This design comes from an exercise in tuning for small area, a short achievable clock period and few clock cycles per item on the open sky130 flow, not from production work. RTL that was checked went through simulation tests only; none was proved equivalent to the original. The flow treats the clock pin as an ideal source. Dropping or thinning the clock tree relies on that and would not hold on a real chip. Power and IR drop assume default switching activity.

==> flow/design.v (excerpt) <==
module Int2Ieee754
#
(
	parameter	inputDataLength	=	32
)
(
    input 	CLK,
    input 	RST,
    input	[inputDataLength-1:0] 		IntInput,
    input	inputCS,
	 output	reg 	[31:0] 		Data754,
    output 	reg					outputCS
    );
For scale: roughly 68 I/O pins, ~2400 µm² of cells after synthesis.
==> flow/config.mk <==
export PLATFORM = sky130hd
export DESIGN_NAME = Int2Ieee754
export DESIGN_NICKNAME = Int2Ieee754
export VERILOG_FILES = /design/flow/design.v
export SDC_FILE = /design/flow/constraint.sdc
export NUM_CORES = 4
export LEC_CHECK = 0
export CAP_MARGIN = 20
export CORE_MARGIN = 2
export CORE_UTILIZATION = 40
export GPL_TIMING_DRIVEN = 0
export SETUP_SLACK_MARGIN = 1.5
export SLEW_MARGIN = 20
==> flow/constraint.sdc <==
create_clock -name core_clock -period 4.0 [get_ports {CLK}]
set_input_delay 0.8000 -clock core_clock [delete_from_list [all_inputs] [get_ports {CLK}]]
set_output_delay 0.8000 -clock core_clock [all_outputs]
set_load 0.01 [all_outputs]
standard.sh (not shown) runs the stock make flow with config.mk's settings and CLKGATE_MAP_FILE= SYNTH_SCRIPT=/design/flow/synth_recipe.tcl, a recipe that flattens the netlist after the stock synthesis.
==> flow/flow/run.sh <==
#!/bin/bash
# The standard layout (standard.sh), with two changes:
#  - the port buffers are small buf_1 cells;
#  - synthesis maps the logic with flow/abc.script (an area-oriented ABC script)
#    instead of ORFS's abc_speed.script. Everything else in synthesis is
#    synth_recipe.tcl unchanged, so the registers are the standard synthesis's.
set -e
here=$(pwd)
export BUFFER_PORTS_ARGS="-buffer_cell sky130_fd_sc_hd__buf_1"
{
  echo "proc abc {args} { set i [lsearch -exact \$args -script]; if {\$i >= 0} { lset args [expr {\$i + 1}] $here/flow/abc.script }; yosys abc {*}\$args }"
  cat synth_recipe.tcl
} > my_synth.tcl
sed "s#SYNTH_SCRIPT=[^ ]*#SYNTH_SCRIPT=$here/my_synth.tcl#" standard.sh > my_standard.sh
bash my_standard.sh > standard.log 2>&1
==> flow/flow/abc.script <==
strash
&get -n
&st
&dch
&nf -R 1000
&put
topo
The starting point went through all stages and came out clean.
Testbench counts at the start, summed over its fixed seeds: cycles 4,800, items 2,400.
Edit:
==> flow/flow/run.sh (replaced) <==
#!/bin/bash
# The standard layout, with small buf_1 cells as the port buffers.
export BUFFER_PORTS_ARGS="-buffer_cell sky130_fd_sc_hd__buf_1"

bash standard.sh > standard.log 2>&1
- SETUP_SLACK_MARGIN: 1.5 -> 1.3
removed: flow/flow/abc.script
Combinational power came out higher by 21%.
Cell count went up by 25%.
Global-route usage went down by 2.0 points.
Worst setup slack gets worse by 150 ps.
Utilization came out lower by 7.5 points.

Int2Ieee754, a different RTL version from the one above (not shown whole).
Size: about 290 cells after synthesis.
==> flow/config.mk <==
export PLATFORM = sky130hd
export DESIGN_NAME = Int2Ieee754
export DESIGN_NICKNAME = Int2Ieee754
export VERILOG_FILES = /design/flow/design.v
export SDC_FILE = /design/flow/constraint.sdc
export NUM_CORES = 4
export LEC_CHECK = 0
export CAP_MARGIN = 20
export CORE_MARGIN = 2
export CORE_UTILIZATION = 40
export GPL_TIMING_DRIVEN = 0
export SETUP_SLACK_MARGIN = 1.5
export SLEW_MARGIN = 20
==> flow/constraint.sdc <==
create_clock -name core_clock -period 4.0 [get_ports {CLK}]
set_input_delay 0.8000 -clock core_clock [delete_from_list [all_inputs] [get_ports {CLK}]]
set_output_delay 0.8000 -clock core_clock [all_outputs]
set_load 0.01 [all_outputs]
==> flow/flow/run.sh <==
#!/bin/bash
# The standard layout, with small buf_1 cells as the port buffers.
export BUFFER_PORTS_ARGS="-buffer_cell sky130_fd_sc_hd__buf_1"

bash standard.sh > standard.log 2>&1
The first run went through all stages and came out clean.
Edit:
SETUP_SLACK_MARGIN = not set   (was 1.5)
Result:
- sequential power stays flat
- fmax decreases by about a fifth
- die area stays the same
- clock-buffer cell count does not change
- worst setup slack loses 0.50 ns
- hold slack gains 0.0059 ns
Function was not checked in any run of this note: the RTL went through the layout flow alone.

== old ==
Int2Ieee754, a different RTL version from the one above (not shown whole).
Size: about 400 cells after synthesis, ~68 I/O pins, roughly 3100 um^2 of cells after synthesis.
export LEC_CHECK = 0
export CAP_MARGIN = 20
export CORE_MARGIN = 2
export CORE_UTILIZATION = 40
export GPL_TIMING_DRIVEN = 0
export SETUP_SLACK_MARGIN = 1.8
export SLEW_MARGIN = 20
create_clock -name core_clock -period 4.0 [get_ports {CLK}]
Scripts as last shown in full above: flow/flow/run.sh
old: no failed stages, no open violations at the end
The inputs of new differ from those of old as listed below.
- changing SETUP_SLACK_MARGIN from 1.8 to 2.1
==> notes.md <==
- new reached the end of the flow, and the finished layout is clean on the timing, DRC and antenna checks.
- From new to old, share of the synthesized area in compound gates (AO/OA/AOI/OAI) did not move at all.
- new: number of global-route vias before repair 123 above old
- Cell count: new higher than old
Function was not checked in any run of this note: the RTL went through the layout flow alone.

Setup of red:
Another version of the RTL of Int2Ieee754 (not shown whole).
Size in the first run: roughly 280 cells after synthesis, roughly 31 flip-flops.
export LEC_CHECK = 0
export CAP_MARGIN = 20
export CORE_MARGIN = 2
export CORE_UTILIZATION = 30
export GPL_TIMING_DRIVEN = 0
export SETUP_SLACK_MARGIN = 1.6
export SLEW_MARGIN = 20
export TNS_END_PERCENT = 0
create_clock -name core_clock -period 4.0 [get_ports {CLK}]
==> flow/flow/run.sh <==
#!/bin/bash
# The standard layout (standard.sh), with three changes:
#  - the port buffers are small buf_1 cells;
#  - synthesis maps the logic with flow/abc.script (an area-oriented ABC script)
#    instead of ORFS's abc_speed.script. Everything else in synthesis is
#    synth_recipe.tcl unchanged, so the registers are the standard synthesis's;
#  - the clock is distributed by flow/clock.tcl (a few clock buffers, each
#    driving the flip-flops near it) instead of TritonCTS's H-tree.
# Tool output goes to standard.log here and to the ORFS logs under orfs/logs.
set -e
here=$(pwd)
export BUFFER_PORTS_ARGS="-buffer_cell sky130_fd_sc_hd__buf_1"
export PRE_CTS_TCL=$here/flow/clock.tcl
{
  echo "proc abc {args} { set i [lsearch -exact \$args -script]; if {\$i >= 0} { lset args [expr {\$i + 1}] $here/flow/abc.script }; yosys abc {*}\$args }"
  cat synth_recipe.tcl
} > my_synth.tcl
sed "s#SYNTH_SCRIPT=[^ ]*#SYNTH_SCRIPT=$here/my_synth.tcl#" standard.sh > my_standard.sh
bash my_standard.sh > standard.log 2>&1
Other scripts of this flow, unchanged in this note and not shown: flow/flow/abc.script, flow/flow/clock.tcl
red finished every stage and its layout cleared the timing, DRC and antenna checks.
Testbench counts of red, summed over its fixed seeds: cycles 4,800, items 2,400.
Edits applied to the flow inputs when going from red to blue:
- GPL_TIMING_DRIVEN: 0 -> 1
- TNS_END_PERCENT: 0 -> unset
- SETUP_SLACK_MARGIN: 1.6 -> 1.45
==> notes.md <==
- blue ended with every stage complete and zero timing, DRC or antenna violations.
- In terms of power of the clock network, red and blue differ only marginally.
- Comparing blue against red, there is no change at all in layout sequential cell count.
- red ended up with rc[21] as its end point of the critical path; blue ended up with rc[16].
- Compared with red, blue shows worst path arrival time lower by 0.03 ns.
- Fmax shrinks slightly when moving from red to blue.
- From red to blue the numbers moved as follows: setup slack now smaller; time the final worst path needs with I/O delays and setup picked up an extra 0.018 ns; fraction of standard cell area that is sequential grew by 1.1 points.
## Diff of input files: green against blue
- a change of SETUP_SLACK_MARGIN from 1.45 to 1.55
- a change of GPL_TIMING_DRIVEN from 1 to 0
diff --git a/flow/flow/run.sh b/flow/flow/run.sh
--- a/flow/flow/run.sh
+++ b/flow/flow/run.sh
@@ -4,3 +4,4 @@
 #  - synthesis maps the logic with flow/abc.script (an area-oriented ABC script)
-#    instead of ORFS's abc_speed.script. Everything else in synthesis is
+#    instead of ORFS's abc_speed.script, and keeps ABC off the slow wide
+#    gates listed in flow/abc_dont_use.txt. Everything else in synthesis is
 #    synth_recipe.tcl unchanged, so the registers are the standard synthesis's;
@@ -14,3 +15,3 @@
 {
-  echo "proc abc {args} { set i [lsearch -exact \$args -script]; if {\$i >= 0} { lset args [expr {\$i + 1}] $here/flow/abc.script }; yosys abc {*}\$args }"
+  echo "proc abc {args} { set i [lsearch -exact \$args -script]; if {\$i >= 0} { lset args [expr {\$i + 1}] $here/flow/abc.script }; foreach c [list $(cat flow/abc_dont_use.txt)] { lappend args -dont_use \$c }; yosys abc {*}\$args }"
   cat synth_recipe.tcl
==> flow/flow/abc_dont_use.txt (new file) <==
sky130_fd_sc_hd__or4_* sky130_fd_sc_hd__nor4_* sky130_fd_sc_hd__or3_* sky130_fd_sc_hd__nor3_* sky130_fd_sc_hd__and4_* sky130_fd_sc_hd__nand4_*
==> notes.md <==
Diff blue -> green | post-layout instance area | up by a few percent. Compared green against blue; final critical-path share of the clock period within noise. Compared with blue, green shows number of core rows that has gone up by a few percent. green reached the final stage; the timing, DRC and antenna checks on its layout passed. Summary — count of inverters not on the clock network in the layout, green relative to blue: higher, by 1. Diff blue..green | share of the synthesized netlist area taken by xor and xnor gates | negligible. The area of the mapped netlist reported for green is greater than that of blue by about 1.8%. Area fraction in and, or, nand and nor cells after synthesis down 0.42 points in green wrt blue. Looking only at data required time at the worst endpoint, and setting everything else aside, the lower value of blue and green goes to blue. NOTE: final core utilization in green exceeds that of blue.
What orange does differently from green at the input level:
- swapping 1.55 for 1.6 in SETUP_SLACK_MARGIN
- swapping 0 for 1 in GPL_TIMING_DRIVEN
- putting TNS_END_PERCENT at 0 where nothing was set
diff --git a/flow/flow/run.sh b/flow/flow/run.sh
--- a/flow/flow/run.sh
+++ b/flow/flow/run.sh
@@ -4,4 +4,3 @@
 #  - synthesis maps the logic with flow/abc.script (an area-oriented ABC script)
-#    instead of ORFS's abc_speed.script, and keeps ABC off the slow wide
-#    gates listed in flow/abc_dont_use.txt. Everything else in synthesis is
+#    instead of ORFS's abc_speed.script. Everything else in synthesis is
 #    synth_recipe.tcl unchanged, so the registers are the standard synthesis's;
@@ -15,3 +14,3 @@
 {
-  echo "proc abc {args} { set i [lsearch -exact \$args -script]; if {\$i >= 0} { lset args [expr {\$i + 1}] $here/flow/abc.script }; foreach c [list $(cat flow/abc_dont_use.txt)] { lappend args -dont_use \$c }; yosys abc {*}\$args }"
+  echo "proc abc {args} { set i [lsearch -exact \$args -script]; if {\$i >= 0} { lset args [expr {\$i + 1}] $here/flow/abc.script }; yosys abc {*}\$args }"
   cat synth_recipe.tcl
removed: flow/flow/abc_dont_use.txt
--- outcome ---
green finished every stage and its layout cleared the timing, DRC and antenna checks.
The flow did not stop early for orange: all stages ran, and the layout cleared the timing, DRC and antenna checks.
orange — worst setup slack 0.069 ns higher, green as reference
Of orange and green, orange shows the lower core utilization, with green above it.
Xor and xnor area share after synthesis: green vs orange, no meaningful difference
Taking green as the reference, in orange post-route minimum period shows a reduction of 0.069 ns, adder-cell share of the synthesized area comparable, met3 track utilization from global routing picked up an extra 1.3 points.
orange ended up with a higher share of power burned in the clock network than green did.
| max-slew violation count | orange vs green | ≈ equal |
In the metrics for orange and green, the one carrying the higher area added between synthesis and finish is green.
orange against green: via count went down by 3.5%; via count of the first global-routing pass went down by 192.
No run of this note takes its clock network from TritonCTS; it comes from the design's own scripts or RTL.

==> what the ideal ports hide <==
The results above use ideal ports. As a check the final layouts listed here were re-extracted and re-timed, cells and wires unchanged.
Step 1 sets driving cells, clkbuf_16 on the clock port and buf_2 on the other inputs (assumed; they add their load-dependent delay and slew).
Step 2 moves the port delays by t, midway between the first and last clock arrival at a register: inputs arrive t later, outputs are due t later. That takes back most of the time a late clock gives input paths.
Slacks: ideal / step 1 / step 2; pairs: ideal / step 1.
run	t, ns	setup slack, ns	worst slew at a driven data input, ns
the first run of note 1	0.309	1.553 / 1.525 / 1.274	0.04
the second run of note 1	0.291	1.402 / 1.376 / 1.143	0.03
the first run of note 2	0.314	0.950 / 0.943 / 0.629	0.07
the second run of note 2	0.305	0.454 / 0.460 / 0.154	0.03
old	0.298	1.527 / 1.500 / 1.330	0.05
new	0.308	1.604 / 1.574 / 1.350	0.08
red	0.188	1.577 / 1.605 / 1.417	0.03
blue	0.191	1.558 / 1.524 / 1.397	0.03
green	0.185	1.561 / 1.587 / 1.402	0.04
orange	0.184	1.630 / 1.612 / 1.480	0.03
After both steps setup and hold are still met in every run listed. For the first run of note 2, which loses most, drivers alone change the setup slack by -0.007 ns; drivers and shift together by -0.321 ns.
